From an optimization exercise on the open Yosys and OpenROAD flow, aimed at small area; shortcuts taken in it are not production practice.
Only simulation tests tie the RTL to the original design; equivalence was not proved.
The clock port is modelled as an ideal driver; clocking choices that lean on that would not hold on a real chip.
Power is estimated from default activity; no workload was simulated.

### run.sh
#!/bin/bash
# synth_recipe.tcl (not shown) runs the flow's synth.tcl, then flattens the netlist and writes it again
# the make line also repeats each setting of config.mk as NAME=value (left out here)
make -C /OpenROAD-flow-scripts/flow DESIGN_CONFIG=/design/flow/config.mk WORK_HOME=/design/flow/orfs CLKGATE_MAP_FILE= SYNTH_SCRIPT=/design/flow/synth_recipe.tcl finish
### config.mk
export PLATFORM = sky130hd
export DESIGN_NAME = Pin_Verify
export DESIGN_NICKNAME = Pin_Verify
export VERILOG_FILES = /design/flow/design.v
export SDC_FILE = /design/flow/constraint.sdc
export NUM_CORES = 4
export LEC_CHECK = 0
export CAP_MARGIN = 20
export CORE_MARGIN = 2
export CORE_UTILIZATION = 40
export SLEW_MARGIN = 20
### constraint.sdc
create_clock -name core_clock -period 10.0 [get_ports {clock_in}]
set_input_delay 2.0000 -clock core_clock [delete_from_list [all_inputs] [get_ports {clock_in}]]
set_output_delay 2.0000 -clock core_clock [all_outputs]
set_load 0.01 [all_outputs]
### design.v
module Pin_Verify
(
input        clock_in,
input        sys_reset,
input        Button_input0,
input        Button_input1,
input        Button_input2,
input        Button_input3,
output reg   PIN_TRUE,
output reg   PIN_FALSE,
output [6:0] seg0,
output [6:0] seg1,
output [6:0] seg2,
output [6:0] seg3,
output [6:0] seg4,
output [6:0] seg5,
output [6:0] redled_out
);
reg [4:0] dc;
wire rise = (dc == 5'd16);
always @(posedge clock_in)
	if (sys_reset)       dc <= 5'd17;
	else if (dc == 5'd0) dc <= 5'd16;
	else if (dc == 5'd17) dc <= 5'd15;
	else                 dc <= dc - 5'd1;
reg [10:0] c1;
wire tick   = (c1 == 11'd2000);
wire clk_en = (c1 >= 11'd1000);
always @(posedge clock_in)
	if (sys_reset || c1 == 11'd0) c1 <= 11'd2000;
	else                          c1 <= c1 - 11'd1;
wire [3:0] bin = ~{Button_input3, Button_input2, Button_input1, Button_input0};
reg  [4:0] cnt [3:0];
reg  [3:0] db;
genvar i;
generate for (i = 0; i < 4; i = i + 1) begin : g_db
	always @(posedge clock_in)
		if (sys_reset) begin
			cnt[i] <= 5'd0;
			db[i]  <= 1'b0;
		end else begin
			db[i] <= db[i] ? (cnt[i] >= 5'd3) : (cnt[i] > 5'd28);
			if (rise) begin
				if (bin[i]) begin
					if (cnt[i] != 5'd31) cnt[i] <= cnt[i] + 5'd1;
				end else begin
					if (cnt[i] != 5'd0)  cnt[i] <= cnt[i] - 5'd1;
				end
			end
		end
end endgenerate
wire db_zero   = (db == 4'b0000);
wire db_onehot = (db == 4'b0001) | (db == 4'b0010) | (db == 4'b0100) | (db == 4'b1000);
reg  bflag;      
reg  rep;        
reg  [2:0] tmo;  
reg  tpulse;     
wire report = db_onehot & ~bflag;
wire [2:0] tmo_a = report ? 3'd0 : tmo;
wire [2:0] tmo_b = tick ? tmo_a + 3'd1 : tmo_a;
always @(posedge clock_in)
	if (sys_reset) begin
		bflag  <= 1'b0;
		rep    <= 1'b0;
		tmo    <= 3'd0;
		tpulse <= 1'b0;
	end else begin
		if (db_zero)     bflag <= 1'b0;
		else if (report) bflag <= 1'b1;
		rep    <= report;
		tpulse <= (tmo_b == 3'd5);
		tmo    <= (tmo_b == 3'd5) ? 3'd0 : tmo_b;
	end
localparam S0 = 3'd0, S1 = 3'd1, S2 = 3'd2, S3 = 3'd3, S4A = 3'd4, S4B = 3'd5;
reg [2:0] state;
reg [2:0] k;       
reg       g;       
reg       mf;      
reg [2:0] r;       
reg       seg_out;
reg       s;       
reg       pin_flag;
wire [3:0] exp_key = (k == 3'd0) ? 4'b0001 :
                     (k == 3'd1) ? 4'b0010 :
                     (k == 3'd2 || k == 3'd4) ? 4'b0100 : 4'b1000;
wire hit   = |(db & exp_key);
wire clr   = tpulse;
wire [2:0] k_e  = clr ? 3'd0 : k;
wire       g_e  = clr ? 1'b0 : g;
wire       mf_e = clr ? 1'b1 : mf;
wire collect = (state == S0) | (state == S3);
wire entry   = collect & rep;
wire last    = (k_e == 3'd5) & ((state == S0) | g_e);
wire ok      = mf_e & hit;
always @(posedge clock_in)
	if (sys_reset) begin
		state <= S0; k <= 3'd0; g <= 1'b0; mf <= 1'b1; r <= 3'd0;
		PIN_TRUE <= 1'b0; PIN_FALSE <= 1'b0;
		seg_out <= 1'b0; s <= 1'b0; pin_flag <= 1'b0;
	end else begin
		r        <= (clr & g) ? r : k_e;
		seg_out  <= (state == S1) | (state == S3);
		s        <= seg_out;
		pin_flag <= (state == S4A) | (state == S4B);
		k  <= k_e;
		g  <= g_e;
		mf <= mf_e;
		case (state)
		S1:  state <= S3;
		S2:  state <= S0;
		S4A: state <= S0;
		S4B: state <= S3;
		default: ;
		endcase
		if (entry) begin
			if (last) begin
				k  <= 3'd0;
				g  <= 1'b0;
				mf <= 1'b1;
				PIN_TRUE  <= ok;
				PIN_FALSE <= ~ok;
				if (state == S0) state <= ok ? S1 : S4A;
				else             state <= ok ? S2 : S4B;
			end else begin
				mf <= ok;
				if (k_e == 3'd5) begin k <= 3'd0; g <= 1'b1; end
				else k <= k_e + 3'd1;
			end
		end
	end
wire [6:0] led_th = {1'b0, 1'b1, (r >= 3'd1), (r >= 3'd2), (r >= 3'd3), (r >= 3'd4), (r >= 3'd5)};
assign redled_out = led_th;
reg ef;    
reg ec;    
reg cf;    
wire inc = ef & clk_en & ~cf;
always @(posedge clock_in)
	if (sys_reset) begin
		ef <= 1'b0; ec <= 1'b0; cf <= 1'b0;
	end else begin
		if (ef) cf <= clk_en;
		if (pin_flag) begin
			ef <= 1'b1; ec <= 1'b0;
		end else if (inc) begin
			if (ec) ef <= 1'b0;
			ec <= 1'b1;
		end
	end
localparam seg_C = 7'b0100111, seg_L = 7'b1000111, seg_O = 7'b1000000,
           seg_S = 7'b0010010, seg_E = 7'b0000110, seg_D = 7'b0100001,
           seg_P = 7'b0001100, seg_N = 7'b0101011, seg_R = 7'b0101111,
           seg_CL = 7'b1111111;
assign seg5 = ef ? seg_E  : s ? seg_O  : seg_C;
assign seg4 = ef ? seg_R  : s ? seg_P  : seg_L;
assign seg3 = ef ? seg_R  : s ? seg_E  : seg_O;
assign seg2 = ef ? seg_O  : s ? seg_N  : seg_S;
assign seg1 = ef ? seg_R  : s ? seg_CL : seg_E;
assign seg0 = ef ? seg_CL : s ? seg_CL : seg_D;
endmodule
==> results of run 1 <==
sequential cells by signal (all words and copies together) (netlist names), 3 cells and up:
name	count
k	3
dc	5
state	3
r	3
c1	11
cnt	20
tmo	3
db	4
area by class of cell:
type | instances | share of cell area
multi-input cells | 333 | 0.499
flip-flops and latches | 65 | 0.295
repair buffers | 45 | 0.100
well taps | 133 | 0.0377
clock buffers | 13 | 0.0337
inverters | 29 | 0.0247
clock inverters | 3 | 0.00908
final timing paths:
path | end | from | slack (ns)
worst max-delay path | cnt[3][4]$_SDFFE_PP0P_ | Button_input3 | 6.16
worst min-delay path | ec$_SDFFE_PP0P_ | pin_flag$_SDFF_PP0_ | 0.43
worst max register to register | tmo[0]$_SDFF_PP0_ | db[2]$_SDFF_PP0_ | 7.52
worst min register to register | ec$_SDFFE_PP0P_ | pin_flag$_SDFF_PP0_ | 0.43
report_power, final:
| part | internal [uW] | switching (uW) | leakage (uW) | total, uW |
|---|---|---|---|---|
| logic | 102 | 115 | 0.00105 | 218 |
| clock network | 121 | 93.6 | 0.0000974 | 215 |
| registers | 290 | 42.9 | 0.000528 | 333 |
| total | 514 | 252 | 0.00168 | 766 |
layout by cell type, fill, tap and decap left out, drive strengths merged, types with 10 or more instances in the layout:
cell,Yosys,layout
ha,20,20
nor3,20,20
nor2,46,46
inv,29,29
xnor2,20,20
nand3,18,18
nand2,22,22
clkbuf,11,13
mux2i,10,10
clkdlybuf4s50,0,43
o21ai,19,19
dfxtp,65,65
a21oi,39,39
conb,2,12
nor2b,10,10
synthesized netlist by cell type (all sizes together), types with 2 or more instances:
| cell | n |
|---|---|
| dfxtp | 65 |
| nor2 | 46 |
| buf | 43 |
| a21oi | 39 |
| inv | 29 |
| nand2 | 22 |
| ha | 20 |
| nor3 | 20 |
| xnor2 | 20 |
| o21ai | 19 |
| nand3 | 18 |
| clkbuf | 11 |
| mux2i | 10 |
| nor2b | 10 |
| a21o | 7 |
| nand2b | 7 |
| nor4 | 7 |
| or3 | 7 |
| nor3b | 6 |
| mux2 | 5 |
| a211oi | 4 |
| fa | 4 |
| nand3b | 4 |
| o22ai | 4 |
| or4 | 4 |
| a311oi | 3 |
| and3 | 3 |
| nor4b | 3 |
| o21a | 3 |
| o31ai | 3 |
| or2 | 3 |
| xor2 | 3 |
| a31oi | 2 |
| conb | 2 |
| o32a | 2 |
worst max-delay path, stage by stage:
cell and delay [ns]:
clkdlybuf4s50_1 0.58, inv_1 0.12, fa_1 0.46, nor2b_1 0.12, o21ai_0 0.09, and3_1 0.20
or4_1 0.39, a21oi_1 0.14
logic make-up after synthesis:
kind of cell | share of synthesized area
simple gates | 0.225
other cells | 0.00191
xor+xnor | 0.0513
fa+ha+maj | 0.0841
compound gates | 0.149
mux | 0.0398
flops | 0.331
buf+inv | 0.118
routing by layer:
metal	up-vias	part of all wire
li1	1611	-
met3	10	0.041
met4	0	0.014
met2	57	0.45
met5	-	0
met1	1391	0.50
through the flow:
stage / utilization / setup slack, ns
after floorplan: - / 6.55
after global placement: 0.438 / 5.86
after detailed placement: 0.438 / 5.80
after CTS: 0.458 / 6.16
after global routing: 0.458 / 6.02
final: 0.458 / 6.16
==> metrics.csv, run 1 <==
stage,metric,value,unit
cells_and_area,drive_gt1_frac,0.0656,
timing,finalHoldWorstSlack,0.426,ns
timing,setup_repair_after_global_routing_missed_its_margin,false,
clock_network,clock_path_buffers,2,
routing,viasPerCell,4.94,
power_and_ir_drop,p_total,766,uW
worst_hold_path,worst_hold_path_type,reg -> reg,
routing,antenna_left,0,
yosys,ys_async_sr_fraction,0,
routing,dr.pass1.iters,4,
cells_and_area,area_growth,12.3,%
critical_path,criticalPathCategory,in -> reg,
cells_and_area,num_antenna_cells,0,
placed_design,detailed_place.area,4220,sq um
clock_network,clk_pin_slew,0.07,ns
placed_design,total_of_buffers_placed_on_input_and_output_ports,44,
yosys,yosys.cell_types.count,54,
critical_path,timing.critical_path.to_type,flip-flop,
routing,wl_per_cell,11.2,microns
clock_network,clock_tree.root_cell,clkbuf_8,
power_and_ir_drop,power_leakage,0.00168,uW
cells_and_area,sequential_cell_area,1300,sq um
floorplanning,initial_utilization,0.408,
grt,number_of_global_route_vias_before_repair,2728,
critical_path,critical_path.startpoint_type,primary input,
clock_network,cts.hold.buffers_added,0,
clock_network,cts_tree,done,
timing,timing.slew.headroom,0.604,
timing,timing.final.hold_violations,0,
cells_and_area,layout.filler_cells,949,
critical_path,worst-endpoint-arrival,4.10,ns
critical_path,cp.required,10.26,ns
timing,timing.final.max_slew_violations,0,
grt,layer_with_the_highest_usage_after_global_routing,met2,
routing,vias,3069,
routing,wirelength,6.96,mm
grt,grt_antenna_before_repair,0,
floorplanning,die-width,103,microns
clock_network,htree_num_levels,3,
yosys,synth-main-ff-cell,dfxtp_1,
grt,global_route.usage.met1,0.182,
timing,fmaxAchievable,0.260,GHz
power_and_ir_drop,power-per-cell-area,174,nW/um^2
floorplanning,boundary_pin_count,57,
clock_network,clkLatencyLatePin,0.33,ns
routing,initial_detailed_routing_violation_count,97,
grt,grt_use_total,0.137,
floorplanning,core,9640,sq um
routing,drcViolationCount,0,
timing,setup_tns,0,ns
clock_network,cts_inserted_buffers,9,
yosys,synth_top_cells_by_area,"dfxtp_1, buf_4, ha_1, a21oi_1, xnor2_1",
timing,tightest_slew,0.594,ns
yosys,postSynthAreaPerCell,8.34,sq um
cells_and_area,postLayoutCellArea,4410,sq um
timing,setup_viols_final,0,
critical_path,critical_path.max_fanout,6,
cells_and_area,multi_input_comb_area,2200,sq um
placed_design,dp_hpwl,4.98,mm
run,cap_violations,0,
power_and_ir_drop,power.ir.vdd_worst,0.0753,mV
grt,global_route.usage.met2,0.215,
clock_network,clock_sink_count,65,
floorplanning,die_h,103,microns
grt,global_route_wire_length_before_repair,11.9,mm
placed_design,gp_congestion,0.783,
yosys,synth_top_area_share,0.331,
floorplanning,placement_rows,36,
grt,grt_util_met3,0.0298,
yosys,top_cell_type_by_total_area_after_synthesis,dfxtp_1,
yosys,synth_cells,471,
yosys,ys_ff_latch,65,
clock_network,post_cts_resize_count,0,
grt,grt_start_max_net_pins,56,
timing,post-route-min-period,3.84,ns
timing,final_min_period_over_clock_period,0.384,
clock_network,cts_setup_buffers,0,
outcome,outcome,no timing/DRC/antenna violations,
yosys,synth_warnings,2,
timing,skew,0.00636,ns
critical_path,reg2reg_depth,7,
yosys,syn-cell-area,3930,sq um
grt,total_global_routing_overflow,0,
worst_hold_path,hold_path_depth,1,
cells_and_area,layoutNonFillerInstCount,621,
floorplanning,fp.dieArea,10600,sq um
yosys,number_of_enable_type_register_cells_in_the_synthesized_netlist,0,
yosys,yosysSeqAreaShare,0.331,
cells_and_area,nNetsFinal,513,
placed_design,place.detailed.instances,605,
==> inputs of run 2 (changes only) <==
--- a/design.v
+++ b/design.v
@@ -19,14 +19,18 @@
 reg [4:0] dc;
-wire rise = (dc == 5'd16);
+reg       rise;
+wire dc_term = ~dc[1] & ~dc[3] & ~dc[4];
+always @(posedge clock_in) begin
+	if (sys_reset | dc_term) dc <= 5'h1c;
+	else                     dc <= {dc[3:0], dc[4] ^ dc[2]};
+	rise <= ~sys_reset & dc_term;
+end
+reg        h;
+reg  [9:0] c1;
+wire c1_term = (c1 == 10'h29b);
+wire tick    = &c1[8:0];
+wire clk_en  = h;
 always @(posedge clock_in)
-	if (sys_reset)       dc <= 5'd17;
-	else if (dc == 5'd0) dc <= 5'd16;
-	else if (dc == 5'd17) dc <= 5'd15;
-	else                 dc <= dc - 5'd1;
-reg [10:0] c1;
-wire tick   = (c1 == 11'd2000);
-wire clk_en = (c1 >= 11'd1000);
-always @(posedge clock_in)
-	if (sys_reset || c1 == 11'd0) c1 <= 11'd2000;
-	else                          c1 <= c1 - 11'd1;
+	if (sys_reset | (c1_term & ~h)) begin h <= 1'b1; c1 <= 10'h3ff; end
+	else if (c1_term)               begin h <= 1'b0; c1 <= 10'h3fe; end
+	else                            c1 <= {c1[8:0], c1[9] ^ c1[6]};
 wire [3:0] bin = ~{Button_input3, Button_input2, Button_input1, Button_input0};
@@ -36,2 +40,10 @@
 generate for (i = 0; i < 4; i = i + 1) begin : g_db
+	wire [4:0] x = cnt[i] ~^ {5{bin[i]}};
+	wire a1 = x[0];
+	wire a2 = a1 & x[1];
+	wire a3 = a2 & x[2];
+	wire a4 = a3 & x[3];
+	wire e  = rise & ~(a4 & x[4]);
+	wire [4:0] t = {e & a4, e & a3, e & a2, e & a1, e};
+	wire [4:0] c = cnt[i];
 	always @(posedge clock_in)
@@ -41,10 +53,5 @@
 		end else begin
-			db[i] <= db[i] ? (cnt[i] >= 5'd3) : (cnt[i] > 5'd28);
-			if (rise) begin
-				if (bin[i]) begin
-					if (cnt[i] != 5'd31) cnt[i] <= cnt[i] + 5'd1;
-				end else begin
-					if (cnt[i] != 5'd0)  cnt[i] <= cnt[i] - 5'd1;
-				end
-			end
+			db[i]  <= db[i] ? (c[4] | c[3] | c[2] | (c[1] & c[0]))
+			                : (c[4] & c[3] & c[2] & (c[1] | c[0]));
+			cnt[i] <= c ^ t;
 		end
--- a/config.mk
+++ b/config.mk
@@ -10,2 +10,4 @@
 export CORE_UTILIZATION = 40
+export CTS_CLUSTER_DIAMETER = 500
+export CTS_CLUSTER_SIZE = 100
 export SLEW_MARGIN = 20
==> metrics.csv, run 2 <==
stage,metric,value,unit,change
placed_design,total_of_buffers_placed_on_input_and_output_ports,44,,unchanged
power_and_ir_drop,power.ir.vdd_worst,0.0921,mV,+22%
critical_path,timing.rr.start,db[2]$_SDFF_PP0_,,
floorplanning,die-width,97.1,microns,-5.9%
cells_and_area,area_growth,11.8,%,
grt,grt_antenna_before_repair,0,,unchanged
cells_and_area,num_antenna_cells,0,,unchanged
floorplanning,placement_rows,33,,-8.3%
placed_design,dp_hpwl,3.92,mm,-21%
yosys,synth_top_area_share,0.382,,+0.0504
clock_network,clk_pin_slew,0.06,ns,about the same
clock_network,cts_setup_buffers,0,,unchanged
yosys,synth-main-ff-cell,dfxtp_1,,
critical_path,critical_path.startpoint_type,flip-flop,,
power_and_ir_drop,power_leakage,0.00141,uW,-16%
critical_path,worst-r2r-setup-slack,7.69,ns,+0.17 ns
grt,number_of_global_route_vias_before_repair,2251,,-17%
cells_and_area,largest_reg_flops,20,,unchanged
timing,fmaxAchievable,0.263,GHz,+0.88%
clock_network,cts.hold.buffers_added,0,,unchanged
yosys,synth.most_common_cell,dfxtp_1,,
yosys,yosysSeqAreaShare,0.382,,+0.0504
critical_path,r2r-end,tpulse$_SDFF_PP0_,,
timing,setup_tns,0,ns,unchanged
cells_and_area,reg.largest.list,"cnt: 20 flops, c1: 10 flops, dc: 5 flops",,
yosys,ys_ff_latch,66,,+1.5%
routing,vias,2566,,-16%
cells_and_area,layout_commonest_cell,dfxtp_1,,
placed_design,gp_congestion,0.790,,+0.89%
routing,antenna_left,0,,unchanged
worst_hold_path,hold_path_depth,1,,unchanged
timing,setup_repair_after_global_routing_missed_its_margin,false,,
run,cap_violations,0,,unchanged
timing,skew,0.00892,ns,+0.00256 ns
clock_network,post_cts_resize_count,0,,unchanged
timing,timing.final.hold_violations,0,,unchanged
cells_and_area,nNetsFinal,407,,-21%
worst_hold_path,holdPathEnd,ec$_SDFFE_PP0P_,,
yosys,yosys.cell_types.count,52,,-3.7%
floorplanning,boundary_pin_count,57,,unchanged
critical_path,cp.required,8.00,ns,-2.26 ns
timing,timing.slew.headroom,0.564,,-0.0399
yosys,synth_top_cells_by_area,"dfxtp_1, buf_4, xor2_1, nor2_1, xnor2_1",,
clock_network,cts_inserted_buffers,9,,unchanged
timing,final_min_period_over_clock_period,0.381,,-0.00337
grt,grt_use_total,0.126,,-0.0111
worst_hold_path,worst_hold_path_type,reg -> reg,,
yosys,postSynthAreaPerCell,8.84,sq um,+5.9%
placed_design,place.detailed.instances,491,,-19%
clock_network,clkLatencyLatePin,0.34,ns,about the same
routing,initial_detailed_routing_violation_count,199,,+110%
routing,wl_per_cell,11.5,microns,+2.7%
routing,viasPerCell,5.07,,+2.6%
floorplanning,die_h,97.1,microns,-5.9%
critical_path,worst-endpoint-arrival,1.81,ns,-2.29 ns
clock_network,clock_tree.root_cell,clkbuf_8,,
critical_path,criticalPathCategory,reg -> out,,
yosys,post_synth_most_frequent_cells,"dfxtp_1, buf_4, nor2_1",,
grt,total_global_routing_overflow,0,,unchanged
critical_path,reg2reg_depth,9,,+2
critical_path,critical_path.max_fanout,12,,+6
worst_hold_path,hold_path_startpoint,pin_flag$_SDFF_PP0_,,
clock_network,htree_num_levels,3,,unchanged
floorplanning,fp.dieArea,9420,sq um,-11%
cells_and_area,final_cell_mix,"dfxtp_1, clkdlybuf4s50_1, nor2_1, xor2_1, a21oi_1",,
grt,global_route_wire_length_before_repair,9.92,mm,-16%
yosys,number_of_enable_type_register_cells_in_the_synthesized_netlist,0,,unchanged
power_and_ir_drop,power-per-cell-area,131,nW/um^2,-25%
cells_and_area,largest-register,cnt,,
timing,post-route-min-period,3.81,ns,-0.0337 ns
yosys,top_cell_type_by_total_area_after_synthesis,dfxtp_1,,
yosys,ys_async_sr_fraction,0,,unchanged
clock_network,cts_tree,done,,
routing,drcViolationCount,0,,unchanged
critical_path,timing.critical_path.to_type,primary output,,
timing,tightest_slew,0.654,ns,+0.0598 ns
routing,wirelength,5.83,mm,-16%
clock_network,clock_path_buffers,2,,unchanged
yosys,synth_warnings,2,,unchanged
routing,dr.pass1.iters,4,,unchanged
yosys,synth_cells,392,,-17%
floorplanning,core,8300,sq um,-14%
cells_and_area,layoutNonFillerInstCount,506,,-19%
outcome,outcome,no timing/DRC/antenna violations,,
yosys,syn-cell-area,3460,sq um,-12%
timing,setup_viols_final,0,,unchanged
cells_and_area,drive_gt1_frac,0.0948,,+0.0292
timing,timing.final.max_slew_violations,0,,unchanged
grt,grt_start_max_net_pins,67,,+20%
clock_network,clock_sink_count,66,,+1.5%
floorplanning,initial_utilization,0.417,,+0.00960
## run 2: changes by cell type in the layout (fill, tap and decap cells not counted), moves of 6 or more
cell	delta
inv_1	-21
a21oi_1	-20
xor2_1	+18
ha_1	-16
nor2_1	-12
nand2_1	-10
nand3_1	-8
or2_2	+7
nor2b_1	-6
or3_1	+6
xnor2_1	-6
## run 2: power breakdown
part,leakage [uW],internal (uW),switching (uW)
registers,0.000534,266,2.50
clock network,0.0000962,120,93.2
logic,0.000780,9.84,14.0
## run 2: layout make-up
cell class / instances / area (sq um)
multi-input cells: 267 / 1760
well taps: 105 / 131
repair buffers: 45 / 443
clock buffers: 12 / 145
flip-flops and latches: 66 / 1320
clock inverters: 3 / 40.0
fillers: 822 / 4430
inverters: 8 / 30.0
## run 2: metrics by stage
stage,utilization,setup slack [ns],total power (uW),hold WS [ns],area [sq um]
floorplan,-,6.72,297,0.402,3500
global route,0.467,6.01,527,0.445,3870
CTS,0.467,6.15,513,0.428,3870
finish,0.467,6.19,506,0.424,3870
global placement,0.444,6.15,298,0.417,3690
detailed placement,0.444,6.11,299,0.418,3690
## run 2: cell families after synthesis
family,Yosys count,share of synthesized area
AO/OA/AOI/OAI,69,0.136
XOR/XNOR,35,0.0885
adder cells (fa/ha/maj),4,0.0145
buffers and inverters,69,0.121
flip-flops,66,0.382
multiplexers,7,0.0210
other,2,0.00217
AND/OR/NAND/NOR,140,0.236
## run 2: critical path: stages, from the launching register on
cell and delay (ns):
dfxtp_1 0.41, or2_2 0.39, inv_1 0.13, clkdlybuf4s50_1 0.55
## run 2: layer usage
layer	routed length (microns)	vias to the layer above	part of all wire	GRT usage
met2	2600	73	0.45	0.203
met4	47	0	0.0081	0.0390
met5	0	-	0	0
met3	387	7	0.066	0.0439
met1	2790	1168	0.48	0.158
li1	-	1318	-	-
## run 2: how the worst max path moves through the flow
stage / from / end / slack [ns]
finish: ef$_SDFFE_PP0P_ / seg2[4] / 6.19
global route: ef$_SDFFE_PP0P_ / seg2[4] / 6.01
CTS: ef$_SDFFE_PP0P_ / seg2[4] / 6.15
detailed placement: Button_input1 / cnt[1][0]$_SDFF_PP0_ / 6.11
global placement: Button_input0 / cnt[0][1]$_SDFF_PP0_ / 6.15
floorplan: Button_input0 / cnt[0][1]$_SDFF_PP0_ / 6.72
==> inputs of run 3 (changes only) <==
--- a/config.mk
+++ b/config.mk
@@ -9,5 +9,6 @@
 export CORE_MARGIN = 2
-export CORE_UTILIZATION = 40
+export CORE_UTILIZATION = 70
 export CTS_CLUSTER_DIAMETER = 500
 export CTS_CLUSTER_SIZE = 100
+export PLACE_DENSITY = 0.8
 export SLEW_MARGIN = 20
==> metrics.csv, run 3 <==
stage,metric,value,unit,change
floorplanning,die-width,74.3,microns,-23%
cells_and_area,nNetsFinal,407,,unchanged
critical_path,criticalPathCategory,reg -> out,,
critical_path,worst-endpoint-arrival,1.83,ns,+0.02 ns
outcome,outcome,no timing/DRC/antenna violations,,
timing,finalHoldWorstSlack,0.435,ns,+0.0115 ns
critical_path,timing.critical_path.max_delay_family,buffers and inverters,,
clock_network,cts_tree,done,,
timing,setup_viols_final,0,,unchanged
yosys,number_of_enable_type_register_cells_in_the_synthesized_netlist,0,,unchanged
yosys,synth-main-ff-cell,dfxtp_1,,
floorplanning,placement_rows,25,,-24%
floorplanning,boundary_pin_count,57,,unchanged
clock_network,clock_tree.root_cell,clkbuf_8,,
clock_network,cts_setup_buffers,0,,unchanged
placed_design,gp_congestion,0.769,,-2.7%
floorplanning,die_h,74.3,microns,-23%
yosys,yosys.cell_types.count,52,,unchanged
critical_path,cp_slowest_cell,clkdlybuf4s50_1,,
placed_design,total_of_buffers_placed_on_input_and_output_ports,44,,unchanged
critical_path,r2r-end,tpulse$_SDFF_PP0_,,
timing,setup_tns,0,ns,unchanged
floorplanning,core,4750,sq um,-43%
cells_and_area,area_growth,12.4,%,
yosys,ys_ff_latch,66,,unchanged
timing,final_min_period_over_clock_period,0.383,,+0.00216
yosys,synth.most_common_cell,dfxtp_1,,
grt,global_route_wire_length_before_repair,10.1,mm,+1.5%
clock_network,post_cts_resize_count,0,,unchanged
routing,dr.pass1.iters,5,,+1
critical_path,worst_path_bufs_invs,2,,unchanged
routing,initial_detailed_routing_violation_count,116,,-42%
clock_network,clock_path_buffers,2,,unchanged
yosys,synth_top_cells_by_area,"dfxtp_1, buf_4, xor2_1, nor2_1, xnor2_1",,
power_and_ir_drop,power_switching_share,0.205,,-0.0125
routing,vias,2616,,+1.9%
routing,wl_per_cell,13.3,microns,+15%
power_and_ir_drop,power.ir.vdd_worst,0.137,mV,+49%
cells_and_area,num_antenna_cells,0,,unchanged
run,cap_violations,0,,unchanged
grt,total_global_routing_overflow,0,,unchanged
grt,grt_antenna_before_repair,0,,unchanged
critical_path,cp.required,8.00,ns,about the same
power_and_ir_drop,share_clk_of_total_power,0.478,,+0.056
power_and_ir_drop,cell_internal_pwr,447,uW,+13%
timing,post-route-min-period,3.83,ns,+0.0216 ns
clock_network,clkLatencyLatePin,0.34,ns,about the same
power_and_ir_drop,combinationalPowerShare,0.044,,-0.003
critical_path,worst-r2r-setup-slack,7.66,ns,-0.03 ns
clock_network,cts.hold.buffers_added,0,,unchanged
timing,fmaxAchievable,0.261,GHz,-0.56%
cells_and_area,sequential_cell_area,1320,sq um,unchanged
placed_design,dp_hpwl,4.08,mm,+4.3%
yosys,synth_warnings,2,,unchanged
grt,grt_use_total,0.239,,+0.114
cells_and_area,reg.largest.list,"cnt: 20 flops, c1: 10 flops, dc: 5 flops",,
yosys,postSynthAreaPerCell,8.84,sq um,unchanged
critical_path,timing.critical_path.to_type,primary output,,
yosys,syn-cell-area,3460,sq um,unchanged
clock_network,cts_inserted_buffers,9,,unchanged
worst_hold_path,worst_hold_path_type,reg -> reg,,
cells_and_area,final_cell_mix,"dfxtp_1, clkdlybuf4s50_1, nor2_1, xor2_1, a21oi_1",,
routing,wirelength,6.21,mm,+6.5%
power_and_ir_drop,power_leakage,0.00144,uW,+1.9%
cells_and_area,largest-register,cnt,,
routing,drcViolationCount,0,,unchanged
clock_network,clock_sink_count,66,,unchanged
power_and_ir_drop,share_seq_of_total_power,0.478,,-0.053
timing,timing.final.hold_violations,0,,unchanged
timing,setup_repair_after_global_routing_missed_its_margin,false,,
timing,worst_slack,6.17,ns,-0.0216 ns
clock_network,clk_pin_slew,0.06,ns,about the same
critical_path,reg2reg_depth,8,,-1
yosys,post_synth_most_frequent_cells,"dfxtp_1, buf_4, nor2_1",,
critical_path,crit_path_max_incr_delay,0.56,ns,about the same
timing,skew,0.00672,ns,-0.00220 ns
power_and_ir_drop,power-per-cell-area,144,nW/um^2,+11%
critical_path,timing.rr.start,db[2]$_SDFF_PP0_,,
cells_and_area,layout.filler_cells,334,,-59%
yosys,ys_async_sr_fraction,0,,unchanged
routing,viasPerCell,5.59,,+10%
critical_path,cp_num_cells,3,,unchanged
worst_hold_path,holdPathEnd,ec$_SDFFE_PP0P_,,
grt,grt_start_max_net_pins,67,,unchanged
cells_and_area,multi_input_comb_area,1760,sq um,unchanged
clock_network,htree_num_levels,3,,unchanged
cells_and_area,largest_reg_flops,20,,unchanged
yosys,synth_top_area_share,0.382,,unchanged
yosys,synth_cells,392,,unchanged
worst_hold_path,hold_path_depth,1,,unchanged
timing,timing.final.max_slew_violations,0,,unchanged
critical_path,critical_path.startpoint_type,flip-flop,,
worst_hold_path,hold_path_startpoint,pin_flag$_SDFF_PP0_,,
placed_design,pre_cts_ws,6.09,ns,-0.0137 ns
power_and_ir_drop,netSwitchingPower,115,uW,+4.7%
cells_and_area,layout_commonest_cell,dfxtp_1,,
cells_and_area,drive_gt1_frac,0.0998,,+0.00499
yosys,top_cell_type_by_total_area_after_synthesis,dfxtp_1,,
yosys,yosysSeqAreaShare,0.382,,unchanged
floorplanning,fp.dieArea,5530,sq um,-41%
timing,timing.slew.headroom,0.642,,+0.0774
timing,tightest_slew,0.537,ns,-0.117 ns
floorplanning,initial_utilization,0.728,,+0.311
critical_path,cp-startpoint,ef$_SDFFE_PP0P_,,
grt,number_of_global_route_vias_before_repair,2320,,+3.1%
critical_path,critical_path.max_fanout,12,,unchanged
routing,antenna_left,0,,unchanged
critical_path,cp_cell_sequence,or2_2 > inv_1 > clkdlybuf4s50_1,,
-- run 3: cell counts after synthesis --
Identical to the previous run, type by type.
-- run 3: power by group through the flow --
stage	Clock [uW]	Combinational, uW	Sequential [uW]
detailed placement	0	23.1	275
finish	268	24.6	269
floorplan	0	23.4	274
global placement	0	22.5	275
global route	282	27.7	269
CTS	272	23.5	269
-- run 3: per-layer routing --
metal | vias to the layer above | GRT usage | routed length (microns)
met5 | - | 0 | 0
met4 | 0 | 0.113 | 96
met3 | 10 | 0.0623 | 326
met2 | 77 | 0.394 | 2980
met1 | 1204 | 0.295 | 2800
li1 | 1325 | - | -
-- run 3: logic make-up after synthesis --
logic type               share of synthesized area
AO/OA/AOI/OAI                                0.136
XOR/XNOR                                    0.0885
adder cells (fa/ha/maj)                     0.0145
buffers and inverters                        0.121
flip-flops                                   0.382
multiplexers                                0.0210
other                                      0.00217
AND/OR/NAND/NOR                              0.236
-- run 3: how the worst max path moves through the flow --
stage / to / slack (ns)
2_1_floorplan: cnt[0][1]$_SDFF_PP0_ / 6.72
3_3_place_gp: cnt[1][0]$_SDFF_PP0_ / 6.14
3_5_place_dp: cnt[0][0]$_SDFF_PP0_ / 6.09
4_1_cts: seg5[5] / 6.14
5_1_grt: seg5[5] / 6.05
6_report: seg5[5] / 6.17
-- run 3: per-stage QoR --
stage	utilization	std cells	power [uW]	instance area, sq um
finish	0.819	468	562	3890
global route	0.819	468	579	3890
CTS	0.814	467	564	3870
detailed placement	0.764	452	298	3630
global placement	0.764	452	297	3630
floorplan	-	402	297	3500
-- run 3: cell type report --
cell class	count	share of cell area
sequential	66	0.339
tap	67	0.0215
clock buffer	10	0.0354
inverter	8	0.00771
timing repair buffer	45	0.117
multi-input combinational	267	0.453
clock inverter	5	0.0264
-- run 3: worst reg2reg max path, cell delays in order, from the launching register on --
cell and delay, ns:
dfxtp_1 0.52, xor2_1 0.13, a211oi_2 0.44, o21a_1 0.21
ha_1 0.20, nand4_1 0.15, o32a_1 0.33, nand3_2 0.12
and3b_1 0.17
==> inputs of run 4 (changes only) <==
--- a/config.mk
+++ b/config.mk
@@ -9,6 +9,3 @@
 export CORE_MARGIN = 2
-export CORE_UTILIZATION = 70
-export CTS_CLUSTER_DIAMETER = 500
-export CTS_CLUSTER_SIZE = 100
-export PLACE_DENSITY = 0.8
+export CORE_UTILIZATION = 40
 export SLEW_MARGIN = 20
==> metrics.csv, run 4 <==
stage,metric,value,unit,change
cells_and_area,layout.filler_cells,822,,+150%
clock_network,cts_inserted_buffers,9,,unchanged
yosys,synth_warnings,2,,unchanged
floorplanning,fp.dieArea,9420,sq um,+70%
yosys,yosysSeqAreaShare,0.382,,unchanged
critical_path,r2r-end,tpulse$_SDFF_PP0_,,
placed_design,detailed_place.area,3690,sq um,+1.5%
yosys,number_of_enable_type_register_cells_in_the_synthesized_netlist,0,,unchanged
yosys,synth-main-ff-cell,dfxtp_1,,
timing,timing.final.max_slew_violations,0,,unchanged
floorplanning,initial_utilization,0.417,,-0.311
cells_and_area,reg.largest.list,"cnt: 20 flops, c1: 10 flops, dc: 5 flops",,
routing,drcViolationCount,0,,unchanged
routing,dr.pass1.iters,4,,-1
yosys,syn-cell-area,3460,sq um,unchanged
yosys,yosys.cell_types.count,52,,unchanged
placed_design,gp_congestion,0.790,,+2.8%
floorplanning,placement_rows,33,,+32%
timing,setup_tns,0,ns,unchanged
clock_network,clock_path_buffers,2,,unchanged
clock_network,htree_num_levels,3,,unchanged
critical_path,worst-r2r-setup-slack,7.69,ns,+0.03 ns
timing,fmaxAchievable,0.263,GHz,+0.57%
worst_hold_path,hold_path_startpoint,pin_flag$_SDFF_PP0_,,
timing,final_min_period_over_clock_period,0.381,,-0.00216
routing,antenna_left,0,,unchanged
clock_network,clk_pin_slew,0.06,ns,about the same
yosys,synth_cells,392,,unchanged
clock_network,clock_sink_count,66,,unchanged
cells_and_area,postLayoutCellArea,3870,sq um,-0.51%
floorplanning,boundary_pin_count,57,,unchanged
routing,wl_per_cell,11.5,microns,-13%
grt,global_route_wire_length_before_repair,9.92,mm,-1.5%
routing,viasPerCell,5.07,,-9.3%
power_and_ir_drop,power_leakage,0.00141,uW,-1.9%
worst_hold_path,hold_path_depth,1,,unchanged
timing,setup_repair_after_global_routing_missed_its_margin,false,,
run,cap_violations,0,,unchanged
clock_network,cts_setup_buffers,0,,unchanged
yosys,postSynthAreaPerCell,8.84,sq um,unchanged
critical_path,reg2reg_depth,9,,+1
grt,number_of_global_route_vias_before_repair,2251,,-3.0%
power_and_ir_drop,power-per-cell-area,131,nW/um^2,-9.5%
grt,grt_antenna_before_repair,0,,unchanged
yosys,synth_top_cells_by_area,"dfxtp_1, buf_4, xor2_1, nor2_1, xnor2_1",,
clock_network,cts_tree,done,,
clock_network,clkLatencyLatePin,0.34,ns,about the same
yosys,ys_ff_latch,66,,unchanged
clock_network,cts.hold.buffers_added,0,,unchanged
routing,initial_detailed_routing_violation_count,199,,+72%
yosys,ys_async_sr_fraction,0,,unchanged
cells_and_area,largest_reg_flops,20,,unchanged
cells_and_area,final_cell_mix,"dfxtp_1, clkdlybuf4s50_1, nor2_1, xor2_1, a21oi_1",,
cells_and_area,sequential_cell_area,1320,sq um,unchanged
routing,vias,2566,,-1.9%
timing,timing.final.hold_violations,0,,unchanged
grt,grt_use_total,0.126,,-0.114
clock_network,post_cts_resize_count,0,,unchanged
outcome,outcome,no timing/DRC/antenna violations,,
critical_path,cp-startpoint,ef$_SDFFE_PP0P_,,
worst_hold_path,holdPathEnd,ec$_SDFFE_PP0P_,,
routing,wirelength,5.83,mm,-6.1%
floorplanning,die_h,97.1,microns,+31%
cells_and_area,area_growth,11.8,%,
timing,tightest_slew,0.654,ns,+0.117 ns
yosys,top_cell_type_by_total_area_after_synthesis,dfxtp_1,,
critical_path,timing.rr.start,db[2]$_SDFF_PP0_,,
timing,setup_viols_final,0,,unchanged
yosys,synth.most_common_cell,dfxtp_1,,
critical_path,critical_path.max_fanout,12,,unchanged
power_and_ir_drop,power.ir.vdd_worst,0.0921,mV,-33%
grt,total_global_routing_overflow,0,,unchanged
yosys,synth_top_area_share,0.382,,unchanged
cells_and_area,layout_commonest_cell,dfxtp_1,,
placed_design,total_of_buffers_placed_on_input_and_output_ports,44,,unchanged
cells_and_area,largest-register,cnt,,
critical_path,cp.required,8.00,ns,about the same
critical_path,worst-endpoint-arrival,1.81,ns,-0.02 ns
cells_and_area,nNetsFinal,407,,unchanged
critical_path,criticalPathCategory,reg -> out,,
cells_and_area,multi_input_comb_area,1760,sq um,unchanged
timing,skew,0.00892,ns,+0.00220 ns
timing,timing.slew.headroom,0.564,,-0.0774
yosys,post_synth_most_frequent_cells,"dfxtp_1, buf_4, nor2_1",,
cells_and_area,drive_gt1_frac,0.0948,,-0.00499
floorplanning,core,8300,sq um,+75%
grt,grt_start_max_net_pins,67,,unchanged
critical_path,critical_path.startpoint_type,flip-flop,,
timing,post-route-min-period,3.81,ns,-0.0216 ns
clock_network,clock_tree.root_cell,clkbuf_8,,
floorplanning,die-width,97.1,microns,+31%
critical_path,timing.critical_path.to_type,primary output,,
worst_hold_path,worst_hold_path_type,reg -> reg,,
cells_and_area,num_antenna_cells,0,,unchanged
placed_design,dp_hpwl,3.92,mm,-4.1%
## run 4: cell counts after synthesis
Identical to the previous run, type by type.
## run 4: power breakdown
group	switching [uW]	internal, uW
Combinational	14.0	9.84
Sequential	2.50	266
Clock	93.2	120
## run 4: worst max-delay path by stage
stage	slack, ns	end	depth (start not counted)
after detailed placement	6.11	cnt[1][0]$_SDFF_PP0_	6
after global routing	6.01	seg2[4]	3
after CTS	6.15	seg2[4]	3
after global placement	6.15	cnt[0][1]$_SDFF_PP0_	6
after floorplan	6.72	cnt[0][1]$_SDFF_PP0_	6
final	6.19	seg2[4]	3
## run 4: area by class of cell
cell class              instances  area share
clock buffers                  12      0.0375
clock inverters                 3      0.0103
inverters                       8     0.00775
multi-input cells             267       0.455
flip-flops and latches         66       0.341
well taps                     105      0.0339
repair buffers                 45       0.114
## run 4: routing by layer
| layer | wire, microns | global-route usage | vias to the layer above | share of wire |
|---|---|---|---|---|
| li1 | - | - | 1318 | - |
| met1 | 2790 | 0.158 | 1168 | 0.48 |
| met2 | 2600 | 0.203 | 73 | 0.45 |
| met3 | 387 | 0.0439 | 7 | 0.066 |
| met4 | 47 | 0.0390 | 0 | 0.0081 |
| met5 | 0 | 0 | - | 0 |
## run 4: kinds of logic after synthesis
group | after synthesis | share of synthesized area
and+or+nand+nor | 140 | 0.236
AOI/OAI and AO/OA | 69 | 0.136
buffers and inverters | 69 | 0.121
DFF | 66 | 0.382
xor gates and xnor gates | 35 | 0.0885
muxes | 7 | 0.0210
adders and majority gates | 4 | 0.0145
other | 2 | 0.00217
## run 4: metrics by stage
| stage | utilization | power (uW) | hold WS [ns] | instances | worst slack [ns] |
|---|---|---|---|---|---|
| 2_1_floorplan | - | 297 | 0.402 | 402 | 6.72 |
| 3_3_place_gp | 0.444 | 298 | 0.417 | 491 | 6.15 |
| 3_5_place_dp | 0.444 | 299 | 0.418 | 491 | 6.11 |
| 4_1_cts | 0.467 | 513 | 0.428 | 506 | 6.15 |
| 5_1_grt | 0.467 | 527 | 0.445 | 506 | 6.01 |
| 6_report | 0.467 | 506 | 0.424 | 506 | 6.19 |
## run 4: critical path, stage by stage, from the launching register on
cell             delay, ns
dfxtp_1               0.41
or2_2                 0.39
inv_1                 0.13
clkdlybuf4s50_1       0.55
==> inputs of run 5 (changes only) <==
--- a/design.v
+++ b/design.v
@@ -80,7 +80,6 @@
 	end
-localparam S0 = 3'd0, S1 = 3'd1, S2 = 3'd2, S3 = 3'd3, S4A = 3'd4, S4B = 3'd5;
-reg [2:0] state;
-reg [2:0] k;       
-reg       g;       
-reg       mf;      
+reg       L, b;
+reg [2:0] k;
+reg       g;
+reg       mf;
 reg [2:0] r;       
@@ -89,17 +88,14 @@
 reg       pin_flag;
-wire [3:0] exp_key = (k == 3'd0) ? 4'b0001 :
-                     (k == 3'd1) ? 4'b0010 :
-                     (k == 3'd2 || k == 3'd4) ? 4'b0100 : 4'b1000;
-wire hit   = |(db & exp_key);
+wire key0 = ~k[2] & ~k[0];
+wire key1 = ~k[1] &  k[0];
+wire key2 =  k[1] & (k[2] ^ k[0]);
+wire key3 =  k[2] & (k[1] ~^ k[0]);
+wire hit  = (db[0] & key0) | (db[1] & key1) | (db[2] & key2) | (db[3] & key3);
 wire clr   = tpulse;
-wire [2:0] k_e  = clr ? 3'd0 : k;
-wire       g_e  = clr ? 1'b0 : g;
-wire       mf_e = clr ? 1'b1 : mf;
-wire collect = (state == S0) | (state == S3);
-wire entry   = collect & rep;
-wire last    = (k_e == 3'd5) & ((state == S0) | g_e);
-wire ok      = mf_e & hit;
+wire k5    = k[2] & ~k[1];
+wire judge = rep & k5 & (~L | g);
+wire ok    = mf & hit;
 always @(posedge clock_in)
 	if (sys_reset) begin
-		state <= S0; k <= 3'd0; g <= 1'b0; mf <= 1'b1; r <= 3'd0;
+		L <= 1'b0; b <= 1'b0; k <= 3'b000; g <= 1'b0; mf <= 1'b1; r <= 3'b000;
 		PIN_TRUE <= 1'b0; PIN_FALSE <= 1'b0;
@@ -107,29 +103,26 @@
 	end else begin
-		r        <= (clr & g) ? r : k_e;
-		seg_out  <= (state == S1) | (state == S3);
+		seg_out  <= L & ~b;
 		s        <= seg_out;
-		pin_flag <= (state == S4A) | (state == S4B);
-		k  <= k_e;
-		g  <= g_e;
-		mf <= mf_e;
-		case (state)
-		S1:  state <= S3;
-		S2:  state <= S0;
-		S4A: state <= S0;
-		S4B: state <= S3;
-		default: ;
-		endcase
-		if (entry) begin
-			if (last) begin
-				k  <= 3'd0;
+		pin_flag <= b;
+		b        <= judge & ~ok;
+		if (judge & ok) L <= ~L;
+		if (judge) begin
+			PIN_TRUE  <= ok;
+			PIN_FALSE <= ~ok;
+		end
+		if (clr) begin
+			if (~g) r <= 3'b000;
+			k  <= 3'b000;
+			g  <= 1'b0;
+			mf <= 1'b1;
+		end else begin
+			r <= k;
+			if (judge) begin
+				k  <= 3'b000;
 				g  <= 1'b0;
 				mf <= 1'b1;
-				PIN_TRUE  <= ok;
-				PIN_FALSE <= ~ok;
-				if (state == S0) state <= ok ? S1 : S4A;
-				else             state <= ok ? S2 : S4B;
-			end else begin
+			end else if (rep) begin
+				k  <= {k[1:0], ~k[2]};
+				if (k5) g <= 1'b1;
 				mf <= ok;
-				if (k_e == 3'd5) begin k <= 3'd0; g <= 1'b1; end
-				else k <= k_e + 3'd1;
 			end
@@ -137,4 +130,3 @@
 	end
-wire [6:0] led_th = {1'b0, 1'b1, (r >= 3'd1), (r >= 3'd2), (r >= 3'd3), (r >= 3'd4), (r >= 3'd5)};
-assign redled_out = led_th;
+assign redled_out = {1'b0, 1'b1, r[0] | r[2], r[1] | r[2], r[2], r[2] & ~r[0], r[2] & ~r[1]};
 reg ef;    
==> metrics.csv, run 5 <==
stage,metric,value,unit,change
clock_network,post_cts_resize_count,0,,unchanged
routing,wl_per_cell,11.0,microns,-4.8%
clock_network,cts_setup_buffers,0,,unchanged
yosys,post_synth_most_frequent_cells,"dfxtp_1, buf_4, nor2_1",,
critical_path,criticalPathCategory,reg -> out,,
yosys,top_cell_type_by_total_area_after_synthesis,dfxtp_1,,
clock_network,cts.hold.buffers_added,0,,unchanged
yosys,ys_async_sr_fraction,0,,unchanged
timing,final_min_period_over_clock_period,0.377,,-0.00394
yosys,synth_top_cells_by_area,"dfxtp_1, buf_4, xor2_1, nor2_1, xnor2_1",,
yosys,syn-cell-area,3310,sq um,-4.3%
timing,skew,0.0101,ns,+0.00123 ns
grt,total_global_routing_overflow,0,,unchanged
routing,wirelength,5.36,mm,-8.0%
yosys,synth_warnings,2,,unchanged
yosys,synth-main-ff-cell,dfxtp_1,,
cells_and_area,largest_reg_flops,20,,unchanged
clock_network,clkLatencyLatePin,0.34,ns,about the same
placed_design,gp_congestion,0.727,,-8.0%
cells_and_area,layout.filler_cells,774,,-5.8%
yosys,ys_ff_latch,65,,-1.5%
routing,viasPerCell,4.88,,-3.9%
yosys,number_of_enable_type_register_cells_in_the_synthesized_netlist,0,,unchanged
floorplanning,die_h,95.0,microns,-2.1%
critical_path,timing.critical_path.to_type,primary output,,
clock_network,clock_tree.root_cell,clkbuf_8,,
clock_network,clk_pin_slew,0.07,ns,about the same
cells_and_area,num_antenna_cells,0,,unchanged
grt,grt_use_total,0.127,,+0.00172
yosys,yosys.cell_types.count,56,,+7.7%
placed_design,dp_hpwl,3.65,mm,-6.7%
cells_and_area,area_growth,13.6,%,
grt,number_of_global_route_vias_before_repair,2044,,-9.2%
critical_path,critical_path.startpoint_type,flip-flop,,
routing,vias,2384,,-7.1%
cells_and_area,postLayoutCellArea,3760,sq um,-2.8%
clock_network,cts_tree,done,,
run,cap_violations,0,,unchanged
routing,antenna_left,0,,unchanged
cells_and_area,reg.largest.list,"cnt: 20 flops, c1: 10 flops, dc: 5 flops",,
floorplanning,placement_rows,33,,unchanged
yosys,postSynthAreaPerCell,8.91,sq um,+0.85%
yosys,synth_top_area_share,0.393,,+0.0111
critical_path,worst-endpoint-arrival,1.77,ns,-0.04 ns
yosys,yosysSeqAreaShare,0.393,,+0.0111
power_and_ir_drop,power.ir.vdd_worst,0.0656,mV,-29%
critical_path,cp.required,8.00,ns,about the same
grt,global_route_wire_length_before_repair,9.11,mm,-8.1%
cells_and_area,drive_gt1_frac,0.0938,,-0.00101
grt,grt_start_max_net_pins,64,,-4.5%
cells_and_area,nNetsFinal,388,,-4.7%
timing,post-route-min-period,3.77,ns,-0.0394 ns
cells_and_area,final_cell_mix,"dfxtp_1, clkdlybuf4s50_1, nor2_1, xor2_1",,
routing,initial_detailed_routing_violation_count,74,,-63%
placed_design,place.detailed.instances,473,,-3.7%
worst_hold_path,worst_hold_path_type,reg -> reg,,
cells_and_area,layout_commonest_cell,dfxtp_1,,
timing,setup_repair_after_global_routing_missed_its_margin,false,,
timing,setup_viols_final,0,,unchanged
yosys,synth_cells,372,,-5.1%
yosys,synth.most_common_cell,dfxtp_1,,
power_and_ir_drop,power_leakage,0.00137,uW,-2.8%
clock_network,clock_sink_count,65,,-1.5%
outcome,outcome,no timing/DRC/antenna violations,,
cells_and_area,largest-register,cnt,,
placed_design,total_of_buffers_placed_on_input_and_output_ports,44,,unchanged
clock_network,clock_path_buffers,2,,unchanged
worst_hold_path,hold_path_depth,1,,unchanged
grt,grt_antenna_before_repair,0,,unchanged
placed_design,detailed_place.area,3510,sq um,-4.7%
power_and_ir_drop,power-per-cell-area,150,nW/um^2,+14%
timing,finalHoldWorstSlack,0.413,ns,-0.0109 ns
floorplanning,initial_utilization,0.407,,-0.00983
timing,fmaxAchievable,0.265,GHz,+1.0%
routing,dr.pass1.iters,4,,unchanged
floorplanning,boundary_pin_count,57,,unchanged
floorplanning,core,8130,sq um,-2.0%
floorplanning,die-width,95.0,microns,-2.1%
routing,drcViolationCount,0,,unchanged
timing,timing.final.max_slew_violations,0,,unchanged
floorplanning,fp.dieArea,9030,sq um,-4.1%
clock_network,htree_num_levels,3,,unchanged
timing,tightest_slew,1.05,ns,+0.398 ns
timing,setup_tns,0,ns,unchanged
cells_and_area,layoutNonFillerInstCount,489,,-3.4%
clock_network,cts_inserted_buffers,9,,unchanged
critical_path,reg2reg_depth,9,,unchanged
timing,timing.slew.headroom,0.299,,-0.265
timing,timing.final.hold_violations,0,,unchanged
critical_path,critical_path.max_fanout,11,,-1
[run 5: cell count changes in the layout (fill, tap and decap cells not counted), moves of 3 or more]
cell | previous run | this run
nand3_1 | 9 | 6
or3_1 | 13 | 10
nor2b_1 | 4 | 7
inv_1 | 8 | 12
a21oi_1 | 19 | 14
nor3b_1 | 6 | 3
nor2_1 | 33 | 36
inv_6 | 0 | 3
[run 5: logic make-up (layout without fill, tap and decap cells)]
kind of cell | count (synthesis) | in the layout | synth area share
and+or+nand+nor | 130 | 130 | 0.216
AOI/OAI and AO/OA | 60 | 60 | 0.125
other | 2 | 12 | 0.00227
adders and majority gates | 3 | 3 | 0.0113
DFF | 65 | 65 | 0.393
buffers and inverters | 70 | 72 | 0.136
xor gates and xnor gates | 36 | 36 | 0.0951
muxes | 6 | 6 | 0.0223
[run 5: per-layer routing]
layer	track usage	wire, microns
met3	0.0308	247
met4	0.0688	103
met5	0	0
met2	0.205	2340
met1	0.157	2670
[run 5: report_power, final]
part / total (uW) / switching [uW] / internal, uW
combinational: 23.2 / 13.5 / 9.71
sequential: 265 / 2.61 / 262
clock: 275 / 106 / 169
[run 5: final cells by class]
type	instances	area [sq um]	area share
Multi-Input combinational cell	247	1600	0.426
Clock buffer	9	124	0.0329
Tap cell	105	131	0.0349
Clock inverter	7	125	0.0332
Timing Repair Buffer	44	435	0.116
Sequential cell	65	1300	0.346
Inverter	12	45.0	0.0120
[run 5: final timing paths]
path / to / from / slack (ns)
worst min-delay path: seg_out$_SDFF_PP0_ / b$_SDFF_PP0_ / 0.41
worst min register to register: seg_out$_SDFF_PP0_ / b$_SDFF_PP0_ / 0.41
worst max-delay path: seg1[3] / ef$_SDFFE_PP0P_ / 6.23
worst max register to register: tmo[2]$_SDFF_PP0_ / db[1]$_SDFF_PP0_ / 7.61
[run 5: metrics by stage]
stage	util	setup slack [ns]	total power, uW
after floorplan	-	6.72	293
after global placement	0.432	6.15	294
after detailed placement	0.432	6.10	294
after CTS	0.463	6.16	571
after global routing	0.463	6.01	585
final	0.463	6.23	563
[run 5: critical path, cell delays in order (launching register included)]
cell	delay, ns
dfxtp_1	0.52
nor2_1	0.18
inv_1	0.17
clkdlybuf4s50_1	0.56
==> inputs of run 6 (changes only) <==
--- a/design.v
+++ b/design.v
@@ -18,10 +18,8 @@
 );
-reg [4:0] dc;
-reg       rise;
-wire dc_term = ~dc[1] & ~dc[3] & ~dc[4];
-always @(posedge clock_in) begin
-	if (sys_reset | dc_term) dc <= 5'h1c;
-	else                     dc <= {dc[3:0], dc[4] ^ dc[2]};
-	rise <= ~sys_reset & dc_term;
-end
+reg  [4:0] dc;
+wire rise = ~dc[0] & ~dc[1] & ~dc[3];
+always @(posedge clock_in)
+	if (sys_reset) dc <= 5'b00111;
+	else if (rise) dc <= 5'b01111;
+	else           dc <= {dc[3:0], dc[4] ^ dc[2]};
 reg        h;
@@ -29,3 +27,5 @@
 wire c1_term = (c1 == 10'h29b);
-wire tick    = &c1[8:0];
+wire c1_top  = &c1[8:1];
+wire tick    = c1_top & c1[0];
+wire tick_d  = c1_top & ~c1[0] & c1[9] & h;
 wire clk_en  = h;
@@ -63,3 +63,2 @@
 reg  [2:0] tmo;  
-reg  tpulse;     
 wire report = db_onehot & ~bflag;
@@ -67,8 +66,8 @@
 wire [2:0] tmo_b = tick ? tmo_a + 3'd1 : tmo_a;
+wire clr = tick_d & (tmo == 3'd0);
 always @(posedge clock_in)
 	if (sys_reset) begin
-		bflag  <= 1'b0;
-		rep    <= 1'b0;
-		tmo    <= 3'd0;
-		tpulse <= 1'b0;
+		bflag <= 1'b0;
+		rep   <= 1'b0;
+		tmo   <= 3'd0;
 	end else begin
@@ -76,7 +75,6 @@
 		else if (report) bflag <= 1'b1;
-		rep    <= report;
-		tpulse <= (tmo_b == 3'd5);
-		tmo    <= (tmo_b == 3'd5) ? 3'd0 : tmo_b;
+		rep <= report;
+		tmo <= (tmo_b == 3'd5) ? 3'd0 : tmo_b;
 	end
-reg       L, b;
+reg       L, j1, j2;
 reg [2:0] k;
@@ -85,5 +83,2 @@
 reg [2:0] r;       
-reg       seg_out;
-reg       s;       
-reg       pin_flag;
 wire key0 = ~k[2] & ~k[0];
@@ -93,3 +88,2 @@
 wire hit  = (db[0] & key0) | (db[1] & key1) | (db[2] & key2) | (db[3] & key3);
-wire clr   = tpulse;
 wire k5    = k[2] & ~k[1];
@@ -99,10 +93,8 @@
 	if (sys_reset) begin
-		L <= 1'b0; b <= 1'b0; k <= 3'b000; g <= 1'b0; mf <= 1'b1; r <= 3'b000;
+		L <= 1'b0; j1 <= 1'b0; j2 <= 1'b0;
+		k <= 3'b000; g <= 1'b0; mf <= 1'b1; r <= 3'b000;
 		PIN_TRUE <= 1'b0; PIN_FALSE <= 1'b0;
-		seg_out <= 1'b0; s <= 1'b0; pin_flag <= 1'b0;
 	end else begin
-		seg_out  <= L & ~b;
-		s        <= seg_out;
-		pin_flag <= b;
-		b        <= judge & ~ok;
+		j1 <= judge;
+		j2 <= j1;
 		if (judge & ok) L <= ~L;
@@ -130,2 +122,4 @@
 	end
+wire pin_flag = j2 & PIN_FALSE;
+wire s = L ^ ((j1 | j2) & PIN_TRUE);
 assign redled_out = {1'b0, 1'b1, r[0] | r[2], r[1] | r[2], r[2], r[2] & ~r[0], r[2] & ~r[1]};
==> flow/run.sh (new file) <==
#!/bin/bash
# Own layout flow: ORFS with three changes.
#  1. Synthesis is synth_recipe.tcl (the standard synthesis) with ORFS's ABC
#     script replaced by flow/abc.script (area-oriented mapping).
#  2. Ports are buffered with sky130_fd_sc_hd__buf_1.
#  3. Before CTS the registers are split by position into two groups, each
#     driven by its own clkbuf_16 on the clock port (flow/prects.tcl); CTS
#     then finds the clock already buffered and leaves it alone.
set -euo pipefail
W=$(pwd)
F=$W/flow
sed "s#^source \$::env(SCRIPTS_DIR)/synth_preamble.tcl#&\nset abc_args [lreplace \$abc_args 1 1 $F/abc.script]#" \
  "$FLOW_HOME/scripts/synth.tcl" > "$W/synth_orfs_area.tcl"
grep -q "abc.script" "$W/synth_orfs_area.tcl"
sed "s#source \$::env(SCRIPTS_DIR)/synth.tcl#source $W/synth_orfs_area.tcl#" \
  "$W/synth_recipe.tcl" > "$W/synth_area.tcl"
grep -q "synth_orfs_area.tcl" "$W/synth_area.tcl"
make -C "$FLOW_HOME" DESIGN_CONFIG="$W/config.mk" WORK_HOME="$W/orfs" CLKGATE_MAP_FILE= \
  SYNTH_SCRIPT="$W/synth_area.tcl" \
  "BUFFER_PORTS_ARGS=-buffer_cell sky130_fd_sc_hd__buf_1" \
  "CTS_ARGS=-sink_clustering_enable -repair_clock_nets -dont_use_dummy_load" \
  PRE_CTS_TCL="$F/prects.tcl" NCLK=2 CLKBUF=sky130_fd_sc_hd__clkbuf_16 \
  finish > "$W/make.log" 2>&1
R=$W/orfs/results/sky130hd/Pin_Verify/base
: # left out here: write the final layout as DEF
==> flow/abc.script (new file) <==
strash; &get -n; &deepsyn -T 20; &put; strash; &get -n; &dch -f; &nf -a -R 1000; &put
==> flow/prects.tcl (new file) <==
# Clock buffering before CTS: split the registers into NCLK groups by
# position (k-means) and drive each group from its own clock buffer on the
# clock port; CTS then finds the clock net already buffered and skips it.
set ncl [expr {[info exists ::env(NCLK)] ? $::env(NCLK) : 3}]
set bcell [expr {[info exists ::env(CLKBUF)] ? $::env(CLKBUF) : "sky130_fd_sc_hd__clkbuf_8"}]
set blk [ord::get_db_block]
set dbu [$blk getDbUnitsPerMicron]
set pins {}
foreach it [[$blk findNet clock_in] getITerms] {
  set inst [$it getInst]
  set bb [$inst getBBox]
  lappend pins [list [$inst getName] [$it getMTerm] [expr {([$bb xMin]+[$bb xMax])/2.0/$dbu}] [expr {([$bb yMin]+[$bb yMax])/2.0/$dbu}]]
}
set n [llength $pins]
# initial centres: spread along x order
set sorted [lsort -real -index 2 $pins]
set cent {}
for {set c 0} {$c < $ncl} {incr c} {
  set p [lindex $sorted [expr {int(($c + 0.5) * $n / $ncl)}]]
  lappend cent [list [lindex $p 2] [lindex $p 3]]
}
for {set iter 0} {$iter < 20} {incr iter} {
  set sx {}; set sy {}; set sn {}
  for {set c 0} {$c < $ncl} {incr c} { lappend sx 0.0; lappend sy 0.0; lappend sn 0 }
  set asg {}
  foreach p $pins {
    set best 0; set bd 1e30
    for {set c 0} {$c < $ncl} {incr c} {
      set dx [expr {[lindex $p 2] - [lindex $cent $c 0]}]
      set dy [expr {[lindex $p 3] - [lindex $cent $c 1]}]
      set d [expr {$dx*$dx + $dy*$dy}]
      if {$d < $bd} { set bd $d; set best $c }
    }
    lappend asg $best
    lset sx $best [expr {[lindex $sx $best] + [lindex $p 2]}]
    lset sy $best [expr {[lindex $sy $best] + [lindex $p 3]}]
    lset sn $best [expr {[lindex $sn $best] + 1}]
  }
  for {set c 0} {$c < $ncl} {incr c} {
    if {[lindex $sn $c] > 0} {
      lset cent $c [list [expr {[lindex $sx $c] / [lindex $sn $c]}] [expr {[lindex $sy $c] / [lindex $sn $c]}]]
    }
  }
}
for {set c 0} {$c < $ncl} {incr c} {
  set loads {}
  foreach p $pins a $asg {
    if {$a == $c} { lappend loads [get_pins "[lindex $p 0]/[[lindex $p 1] getName]"] }
  }
  if {[llength $loads] == 0} continue
  puts "clock group $c: [llength $loads] sinks at [lindex $cent $c]"
  insert_buffer -buffer_cell $bcell -net clock_in -load_pins $loads \
    -location [lindex $cent $c] -buffer_name clkbuf_g$c
}
==> standard.sh (new file) <==
#!/bin/bash
# synth_recipe.tcl (not shown) runs the flow's synth.tcl, then flattens the netlist and writes it again
# the make line also repeats each setting of config.mk as NAME=value (left out here)
make -C /OpenROAD-flow-scripts/flow DESIGN_CONFIG=/design/flow/config.mk WORK_HOME=/design/flow/orfs CLKGATE_MAP_FILE= SYNTH_SCRIPT=/design/flow/synth_recipe.tcl "${@:-finish}"
removed: run.sh
==> metrics.csv, run 6 <==
stage,metric,value,unit,change
timing,final_min_period_over_clock_period,0.352,,-0.0251
grt,grt_antenna_before_repair,0,,unchanged
run,cap_violations,0,,unchanged
critical_path,critical_path.startpoint_type,flip-flop,,
routing,dr.pass1.iters,4,,unchanged
floorplanning,boundary_pin_count,57,,unchanged
placed_design,total_of_buffers_placed_on_input_and_output_ports,44,,unchanged
routing,antenna_left,0,,unchanged
timing,timing.final.max_slew_violations,0,,unchanged
routing,initial_detailed_routing_violation_count,61,,-18%
power_and_ir_drop,power_switching_share,0.204,,-0.0134
critical_path,reg2reg_depth,8,,-1
floorplanning,die-width,87.6,microns,-7.8%
yosys,ys_async_sr_fraction,0,,unchanged
critical_path,criticalPathCategory,reg -> out,,
yosys,number_of_enable_type_register_cells_in_the_synthesized_netlist,0,,unchanged
routing,wirelength,4.75,mm,-11%
routing,wl_per_cell,10.5,microns,-3.9%
worst_hold_path,hold_path_depth,1,,unchanged
floorplanning,initial_utilization,0.411,,+0.00376
timing,timing.slew.headroom,0.484,,+0.185
power_and_ir_drop,power_leakage,0.00111,uW,-19%
cells_and_area,final_cell_mix,"dfxtp_1, buf_1, nor2_1, nand2_1, a21oi_1",,
timing,setup_tns,0,ns,unchanged
yosys,top_cell_type_by_total_area_after_synthesis,dfxtp_1,,
yosys,yosysSeqAreaShare,0.437,,+0.0445
cells_and_area,sequential_cell_area,1220,sq um,-6.2%
critical_path,r2r-end,tmo[0]$_SDFF_PP0_,,
yosys,ys_ff_latch,61,,-6.2%
cells_and_area,largest-register,cnt,,
yosys,synth.most_common_cell,dfxtp_1,,
floorplanning,core,6790,sq um,-16%
placed_design,gp_congestion,0.761,,+4.7%
routing,vias,2217,,-7.0%
cells_and_area,postLayoutCellArea,2880,sq um,-23%
yosys,postSynthAreaPerCell,8.29,sq um,-6.9%
outcome,outcome,no timing/DRC/antenna violations,,
timing,timing.final.hold_violations,0,,unchanged
cells_and_area,reg.largest.list,"cnt: 20 flops, c1: 10 flops, dc: 5 flops",,
cells_and_area,nNetsFinal,366,,-5.7%
critical_path,crit_path_max_incr_delay,0.35,ns,-0.21 ns
critical_path,worst-endpoint-arrival,1.52,ns,-0.25 ns
critical_path,cp_slowest_cell,dfxtp_1,,
critical_path,cp.required,8.00,ns,about the same
floorplanning,fp.dieArea,7670,sq um,-15%
power_and_ir_drop,share_seq_of_total_power,0.682,,+0.212
timing,fmaxAchievable,0.284,GHz,+7.1%
timing,skew,0.0234,ns,+0.0132 ns
placed_design,detailed_place.area,2830,sq um,-19%
grt,grt_start_max_net_pins,43,,-33%
timing,setup_repair_after_global_routing_missed_its_margin,false,,
placed_design,dp_hpwl,3.52,mm,-3.7%
critical_path,critical_path.max_fanout,7,,-4
cells_and_area,num_antenna_cells,0,,unchanged
routing,viasPerCell,4.92,,+0.83%
power_and_ir_drop,power.ir.vdd_worst,0.0710,mV,+8.3%
clock_network,post_cts_resize_count,0,,unchanged
grt,number_of_global_route_vias_before_repair,1924,,-5.9%
floorplanning,die_h,87.6,microns,-7.8%
cells_and_area,drive_gt1_frac,0.00845,,-0.0853
timing,tightest_slew,0.769,ns,-0.283 ns
grt,total_global_routing_overflow,0,,unchanged
worst_hold_path,holdPathEnd,dc[2]$_SDFF_PP1_,,
clock_network,clk_pin_slew,0.12,ns,+0.05 ns
yosys,post_synth_most_frequent_cells,"dfxtp_1, buf_4, nor2_1",,
critical_path,timing.critical_path.max_delay_family,flip-flops,,
worst_hold_path,hold_path_startpoint,dc[1]$_SDFF_PP1_,,
floorplanning,placement_rows,30,,-9.1%
power_and_ir_drop,power-per-cell-area,126,nW/um^2,-16%
critical_path,worst_path_bufs_invs,2,,unchanged
yosys,yosys.cell_types.count,31,,-45%
run 6: cell type report, clock buffers not listed:
type,instances,share of cell area
timing repair buffer,45,0.0599
inverter,17,0.0221
sequential,61,0.424
multi-input combinational,230,0.435
tap,96,0.0417
run 6: how the worst max path moves through the flow:
stage | slack [ns] | end | depth (start not counted) | startpoint
floorplan | 6.51 | seg4[1] | 5 | PIN_TRUE$_SDFFE_PP0P_
global placement | 6.50 | ec$_SDFFE_PP0P_ | 7 | sys_reset
detailed placement | 6.44 | ec$_SDFFE_PP0P_ | 7 | sys_reset
CTS | 6.43 | ec$_SDFFE_PP0P_ | 7 | sys_reset
global route | 6.23 | seg4[0] | 5 | j2$_SDFF_PP0_
finish | 6.48 | seg5[2] | 5 | j2$_SDFF_PP0_
run 6: worst register-to-register path, delay by kind of cell (launching register included):
kind,cells,cell delay [ns]
adder cells (fa/ha/maj),1,0.29
multiplexers,1,0.22
AO/OA/AOI/OAI,2,0.16
flip-flops,1,0.36
AND/OR/NAND/NOR,4,1.00
run 6: cells by family (layout without fill, tap and decap cells):
family / count (synthesis) / count (layout) / synth area share
AOI/OAI and AO/OA: 65 / 65 / 0.135
xor gates and xnor gates: 14 / 14 / 0.0439
adders and majority gates: 3 / 3 / 0.0134
buffers and inverters: 56 / 64 / 0.128
DFF: 61 / 61 / 0.437
muxes: 1 / 1 / 0.00358
other: 2 / 12 / 0.00269
and+or+nand+nor: 135 / 135 / 0.237
run 6: power by group through the flow:
stage / Sequential, uW / Clock, uW / Combinational [uW]
3_3_place_gp: 253 / 0 / 18.4
5_1_grt: 248 / 109 / 21.7
4_1_cts: 253 / 73.3 / 18.9
2_1_floorplan: 252 / 0 / 16.0
3_5_place_dp: 253 / 0 / 18.8
6_report: 247 / 96.6 / 18.5
run 6: routing by layer:
| layer | GRT usage | wire length (microns) | up-vias |
|---|---|---|---|
| li1 | - | - | 1155 |
| met1 | 0.164 | 2310 | 1008 |
| met2 | 0.227 | 2260 | 52 |
| met3 | 0.00848 | 163 | 2 |
| met4 | 0.00699 | 19 | 0 |
| met5 | 0 | 0 | - |
run 6: metrics by stage:
step,worst slack (ns),util,hold WS (ns),total power [uW],cells
2_1_floorplan,6.51,-,0.416,268,347
3_3_place_gp,6.50,0.417,0.428,271,449
3_5_place_dp,6.44,0.417,0.423,272,449
4_1_cts,6.43,0.424,0.423,345,451
5_1_grt,6.23,0.424,0.481,379,451
6_report,6.48,0.424,0.446,362,451

==> separate check: timing with driven ports <==
Ports are ideal in the flow. The routed layouts listed here were re-timed in OpenROAD.
Step 1 sets driving cells, clkbuf_16 on the clock port and buf_2 on the other inputs (assumed; they add their load-dependent delay and slew).
Step 2 times the ports against the registers' clock, not the clock port: input delays grow and output delays shrink by t, the midpoint of the rising clock arrivals with the driver on.
Three values: ideal ports, drivers, drivers and shift; two values: the first two.
run	t, ns	slack for setup (ns)
run 1	0.355	6.159 / 6.164 / 5.809
run 2	0.358	6.193 / 6.164 / 6.109
run 3	0.368	6.171 / 6.142 / 6.105
run 4	0.358	6.193 / 6.164 / 6.109
run 5	0.365	6.232 / 6.203 / 6.103
run 6	0.214	6.483 / 6.438 / 6.524
After both steps every run listed still meets setup and hold.
